This is an optimization exercise on Yosys and OpenROAD, whose aim is small area and a short achievable clock period, not a production implementation. The RTL was checked by simulation tests, not by an equivalence proof against the original design. The clock port is modelled as an ideal driver, which makes a skipped or thinned clock tree look cheaper than it is; a real chip needs a root buffer or a tree. No activity file was given, so power comes from the tool's default toggle rates.

==> module ultrasonido, before the edit <==
module ultrasonido(clk, trig, echo, distancia, init, done);
input init;
input clk;
input echo;
output reg trig;
output reg [8:0] distancia;
output reg done;
reg [22:0] s;
wire zero22 = (s[21:0] == 22'd0);
wire fb = s[22] ^ s[17] ^ zero22;
wire cur_z = zero22 & ~s[22];           
wire next_z = zero22 & s[22];           
wire end_w = s[22] & s[20] & s[19] & s[11] & s[10] & ~s[6];
wire in_w = trig | cur_z;               
wire win = next_z | (in_w & ~end_w);    
reg [10:0] q;
reg [16:0] R;
reg h;
localparam [16:0] ROFF = 17'd31072;
wire act = ~win & echo;
wire lowev = ~win & ~echo;
wire last = q[10] & q[8] & q[7] & q[4] & q[1]
          & R[15] & R[12] & R[9] & R[3] & R[2] & R[1] & R[0];
wire [17:0] S = {1'b0, R} + 18'd17;
wire co = S[17];
wire keep = ~lowev & ~(act & last);
wire [16:0] R_step = act ? (co ? (S[16:0] | ROFF) : S[16:0]) : R;
wire [10:0] q_step = q + {10'd0, act & co};
always @(posedge clk) begin
	s <= init ? {s[21:0], fb} : 23'd0;
	trig <= init & win;
	done <= init & (done | lowev);
	if (!init) distancia <= 9'd0;
	else if (lowev & h) distancia <= q[8:0];
	h <= init & (act | (h & ~lowev));
	if (!init || !keep) begin
		q <= 11'd0;
		R <= ROFF;
	end else begin
		q <= q_step;
		R <= R_step;
	end
end
endmodule
export LEC_CHECK = 0
export CAP_MARGIN = 20
export CORE_MARGIN = 2
export CORE_UTILIZATION = 40
export SLEW_MARGIN = 20
create_clock -name core_clock -period 18.0 [get_ports {clk}]
run.sh (not shown) runs the stock make flow with config.mk's settings and CLKGATE_MAP_FILE= SYNTH_SCRIPT=/design/flow/synth_recipe.tcl, a recipe that flattens the netlist after the stock synthesis.
Rerun with:
==> flow/design.v (replaced) <==
`timescale 1ns / 1ps
module ultrasonido(clk, trig, echo, distancia, init, done);
input init;
input clk;
input echo;
output reg trig;
output reg [8:0] distancia;
output reg done;
reg pr;       
reg pa;       
reg pl;       
reg [22:0] t;
localparam [22:0] INV = 23'h2AAAAA;
wire [22:0] s = t ^ INV;
wire zero22 = (s[21:0] == 22'd0);
wire fb = s[22] ^ s[17] ^ zero22;
wire cur_z = zero22 & ~s[22];           
wire next_z = zero22 & s[22];           
wire end_w = s[22] & s[20] & s[19] & s[11] & s[10] & ~s[6];
wire in_w = trig | cur_z;               
wire win = pr | next_z | (in_w & ~end_w);
wire [22:0] s_nx = pr ? 23'd1 : {s[21:0], fb};
reg [10:0] q;
reg [16:0] R;
reg h;
localparam [16:0] ROFF = 17'd31072;
wire last = q[10] & q[8] & q[7] & q[4] & q[1]
          & R[15] & R[12] & R[9] & R[3] & R[2] & R[1] & R[0];
wire [17:0] S = {1'b0, R} + 18'd17;
wire co = S[17];
wire clr = pr | pl | (pa & last);
wire [16:0] R_nx = clr ? ROFF : pa ? (co ? (S[16:0] | ROFF) : S[16:0]) : R;
wire [10:0] q_nx = clr ? 11'd0 : q + {10'd0, pa & co};
wire h_now = ~pr & (pa | (h & ~pl));    
wire act = ~win & echo;
wire lowev = ~win & ~echo;
always @(posedge clk) begin
	pr <= ~init;
	pa <= init & act;
	pl <= init & lowev;
	t <= s_nx ^ INV;
	q <= q_nx;
	R <= R_nx;
	h <= h_now;
	trig <= init & win;
	done <= init & (done | lowev);
	if (!init) distancia <= 9'd0;
	else if (lowev & h_now) distancia <= q_nx[8:0];
end
endmodule
Effect: Power shrinks by a few percent. Clock skew hardly moves. Global-route usage shrinks by 0.28 points. Via count shrinks by a little under a tenth. Design area shrinks slightly. Cell count shrinks by a few percent. Hold slack loses 0.066 ns. Die area grows slightly. Fmax grows by about a fifth. Critical path depth shrinks by 9.


ultrasonido, a different RTL version from the one above (not shown whole).
Size in the first run: about 240 cells after synthesis, roughly 14 I/O pins, ~0.0022 mm^2 of cells after synthesis.
==> module ultrasonido, before the edit <==
module ultrasonido(clk, trig, echo, distancia, init, done);
input init;
input clk;
input echo;
output reg trig;
output reg [8:0] distancia;
output reg done;
reg pa;       
reg [22:0] t;
localparam [22:0] INV = 23'h2AAAAA;
wire [22:0] s = t ^ INV;
wire zero22 = (s[21:0] == 22'd0);
wire next_z = zero22 & s[22];           
wire cur_z = zero22 & ~s[22];           
wire end_w = s[22] & s[20] & s[19] & s[11] & s[10] & ~s[6];
wire win = next_z | ((trig | cur_z) & ~end_w);
wire fb = s[22] ^ s[17] ^ zero22;
reg [8:0] q;
reg [16:0] R;
reg h;
localparam [16:0] ROFF = 17'd31072;
wire last = ~R[16] & q[7] & q[8] & q[4] & ~R[11] & q[1] & R[12] & R[9] & R[1]
          & ~R[5] & ~q[3] & ~R[13] & ~q[0] & ~q[2] & ~q[6] & R[0] & ~R[8] & ~R[4];
wire [17:0] S = {1'b0, R} + 18'd17;
wire co = S[17];
wire clr = ~h | (pa & last);
wire [16:0] R_nx = clr ? ROFF : pa ? (co ? (S[16:0] | ROFF) : S[16:0]) : R;
wire [8:0] q_nx = clr ? 9'd0 : q + {8'd0, pa & co};
wire [8:0] dist_d;
wire trig_d, done_d, pa_d, h_d;
wire [22:0] t_d;
ultrasonido_io io (
	.init(init), .echo(echo), .win(win), .h(h), .Kn(win | ~h), .done(done),
	.distancia(distancia), .qn(q_nx), .t(t[21:0]), .fb(fb),
	.trig_d(trig_d), .done_d(done_d), .pa_d(pa_d), .h_d(h_d), .dist_d(dist_d),
	.t_d(t_d));
always @(posedge clk) begin
	pa <= pa_d;
	t <= t_d;
	q <= q_nx;
	R <= R_nx;
	h <= h_d;
	trig <= trig_d;
	done <= done_d;
	distancia <= dist_d;
end
endmodule
==> module ultrasonido_io, before the edit <==
module ultrasonido_io(init, echo, win, h, Kn, done, distancia, qn, t, fb,
                      trig_d, done_d, pa_d, h_d, dist_d, t_d);
input init, echo, win, h, done;
input Kn;                               
input [8:0] distancia, qn;
input [21:0] t;                         
input fb;                               
output trig_d, done_d, pa_d, h_d;
output [8:0] dist_d;
output [22:0] t_d;
wire act = ~win & echo;                 
wire lowev = ~win & ~echo;              
wire ld = ~(echo | Kn);                 
assign trig_d = init & win;
assign done_d = init & (done | lowev);
assign pa_d = init & act;
assign h_d = init & (act | (h & ~lowev));
assign dist_d = ld ? (qn & {9{init}}) : (distancia & {9{init}});
assign t_d = init ? {~t, fb} : 23'h2AAAAA;
endmodule
Settings: LEC_CHECK=0, CAP_MARGIN=20, CORE_MARGIN=2, CORE_UTILIZATION=70, SLEW_MARGIN=20, SYNTH_HIERARCHICAL=1; clock period 18.0 ns.
standard.sh (not shown) runs the stock make flow with config.mk's settings and CLKGATE_MAP_FILE= SYNTH_SCRIPT=/design/flow/synth_recipe.tcl, a recipe that flattens the netlist after the stock synthesis.
==> flow/flow/run.sh <==
#!/bin/bash
# The standard ORFS layout (standard.sh), in two runs of make:
#  1. synthesis to CTS, after which the clock tree is replaced by a few clock
#     buffers on the clock port (flow/post_cts.tcl, flow/clock_leaves.tcl);
#  2. global route to the end, with a larger setup margin for repair_timing.
set -e
export FLOW_FLOW_DIR=$PWD/flow
export FLOW_SYNTH_TCL=$PWD/synth_recipe.tcl
export FLOW_ABC_AREA_SCRIPT=$PWD/flow/abc_area_map.script
bash standard.sh BUFFER_PORTS_ARGS="-buffer_cell sky130_fd_sc_hd__buf_2" CTS_ARGS="-sink_clustering_enable -repair_clock_nets -dont_use_dummy_load" SETUP_SLACK_MARGIN=13.0 SYNTH_SCRIPT=$PWD/flow/area_synth_all.tcl POST_CTS_TCL=$PWD/flow/post_cts.tcl cts > standard_to_cts.log 2>&1
bash standard.sh BUFFER_PORTS_ARGS="-buffer_cell sky130_fd_sc_hd__buf_2" CTS_ARGS="-sink_clustering_enable -repair_clock_nets -dont_use_dummy_load" SETUP_SLACK_MARGIN=13.0 SETUP_SLACK_MARGIN=13.7 SYNTH_SCRIPT=$PWD/flow/area_synth_all.tcl POST_CTS_TCL=$PWD/flow/post_cts.tcl finish > standard_finish.log 2>&1
Other scripts of this flow, unchanged in this note and not shown: flow/flow/abc_area_map.script, flow/flow/area_synth_all.tcl, flow/flow/clock_leaves.tcl, flow/flow/post_cts.tcl
The starting point passed the timing, DRC and antenna checks.
Edit:
==> flow/design.v (replaced) <==
`timescale 1ns / 1ps
module ultrasonido(clk, trig, echo, distancia, init, done);
input init;
input clk;
input echo;
output reg trig;
output reg [8:0] distancia;
output reg done;
reg pr;       
reg pa;       
reg pl;       
reg [22:0] t;
localparam [22:0] INV = 23'h2AAAAA;
wire [22:0] s = t ^ INV;
reg W;
wire [22:0] s_nx = pr ? 23'd1 : {s[21:0], s[22] ^ s[17] ^ (s[21:0] == 22'd0)};
wire zero22 = (s_nx[21:0] == 22'd0);
wire next_z = zero22 & s_nx[22];        
wire cur_z = zero22 & ~s_nx[22];        
wire end_w = s_nx[22] & s_nx[20] & s_nx[19] & s_nx[11] & s_nx[10] & ~s_nx[6];
wire W_nx = next_z | ((W | cur_z) & ~end_w);
reg [8:0] q;
reg [16:0] R;
reg h;
localparam [16:0] ROFF = 17'd31072;
wire last = ~R[16] & q[7] & q[8] & q[4] & ~R[11] & q[1] & R[12] & R[9] & R[1]
          & ~R[5] & ~q[3] & ~R[13] & ~q[0] & ~q[2] & ~q[6] & R[0] & ~R[8] & ~R[4];
wire [17:0] S = {1'b0, R} + 18'd17;
wire co = S[17];
wire clr = pr | pl | (pa & last);
wire [16:0] R_nx = clr ? ROFF : pa ? (co ? (S[16:0] | ROFF) : S[16:0]) : R;
wire [8:0] q_nx = clr ? 9'd0 : q + {8'd0, pa & co};
wire [8:0] dist_d;
wire trig_d, done_d, pa_d, pl_d, h_d, W_d;
ultrasonido_io io (
	.init(init), .echo(echo), .W(W), .h(h), .Kn(W | ~h), .done(done), .distancia(distancia),
	.qn(q_nx), .Y(W_nx),
	.trig_d(trig_d), .done_d(done_d), .pa_d(pa_d), .pl_d(pl_d), .h_d(h_d),
	.W_d(W_d), .dist_d(dist_d));
always @(posedge clk) begin
	pr <= ~init;
	pa <= pa_d;
	pl <= pl_d;
	t <= s_nx ^ INV;
	q <= q_nx;
	R <= R_nx;
	h <= h_d;
	trig <= trig_d;
	W <= W_d;
	done <= done_d;
	distancia <= dist_d;
end
endmodule
module ultrasonido_io(init, echo, W, h, Kn, done, distancia, qn, Y,
                      trig_d, done_d, pa_d, pl_d, h_d, W_d, dist_d);
input init, echo, W, h, done;
input Kn;                               
input [8:0] distancia, qn;
input Y;
output trig_d, done_d, pa_d, pl_d, h_d, W_d;
output [8:0] dist_d;
wire act = ~W & echo;                   
wire lowev = ~W & ~echo;                
wire ld = ~(echo | Kn);                 
assign trig_d = init & W;
assign done_d = init & (done | lowev);
assign pa_d = init & act;
assign pl_d = init & lowev;
assign h_d = init & (act | (h & ~lowev));
assign W_d = ~init | Y;
assign dist_d = ld ? (qn & {9{init}}) : (distancia & {9{init}});
endmodule
Outcome: Register-to-register slack degrades by 270 ps. Wire length is higher by 9.0%. Clock skew hardly moves. Setup slack is worse by 44 ps. Design area went up by 3.4%. Via count climbs by 4.2%. Global-route usage went up by 1.1 points. Synthesized cell count came out higher by 3.0%. Clock power increases by about 2%. Critical path depth goes up by 3. Fmax goes down by 1.0%. Area after synthesis came out higher by 3.2%. Die area went up by 3.0%. Power went down by 1.1%.
No run of this note takes its clock network from TritonCTS; it comes from the design's own scripts or RTL.

## what the ideal ports hide
In the flow no input, the clock included, has a driving cell. The finished layouts below were timed again as built, in two steps. Step 1 sets driving cells, clkbuf_16 on the clock port and buf_2 on the other inputs (assumed; they add their load-dependent delay and slew). Step 2 adds t to the input delays and takes it off the output delays; t is the mean of the earliest and latest rising clock arrival at the registers after step 1. Input paths then give back, and output paths get back, about the clock's delay inside the block. a / b / c = ideal / step 1 / step 2; a / b = the first two.
run | t, ns | slack for setup (ns) | worst setup path after step 2
the first run of note 1 | 0.363 | 12.339 / 12.331 / 11.968 | input to register
the second run of note 1 | 0.365 | 13.151 / 13.123 / 12.914 | input to register
the first run of note 2 | 0.194 | 13.773 / 13.726 / 13.616 | input to register
the second run of note 2 | 0.198 | 13.729 / 13.719 / 13.561 | input to register
After both steps setup and hold are still met in every run listed. The setup slack of the first run of note 1, which loses most, moves by -0.008 ns with the drivers and by -0.371 ns with both steps.
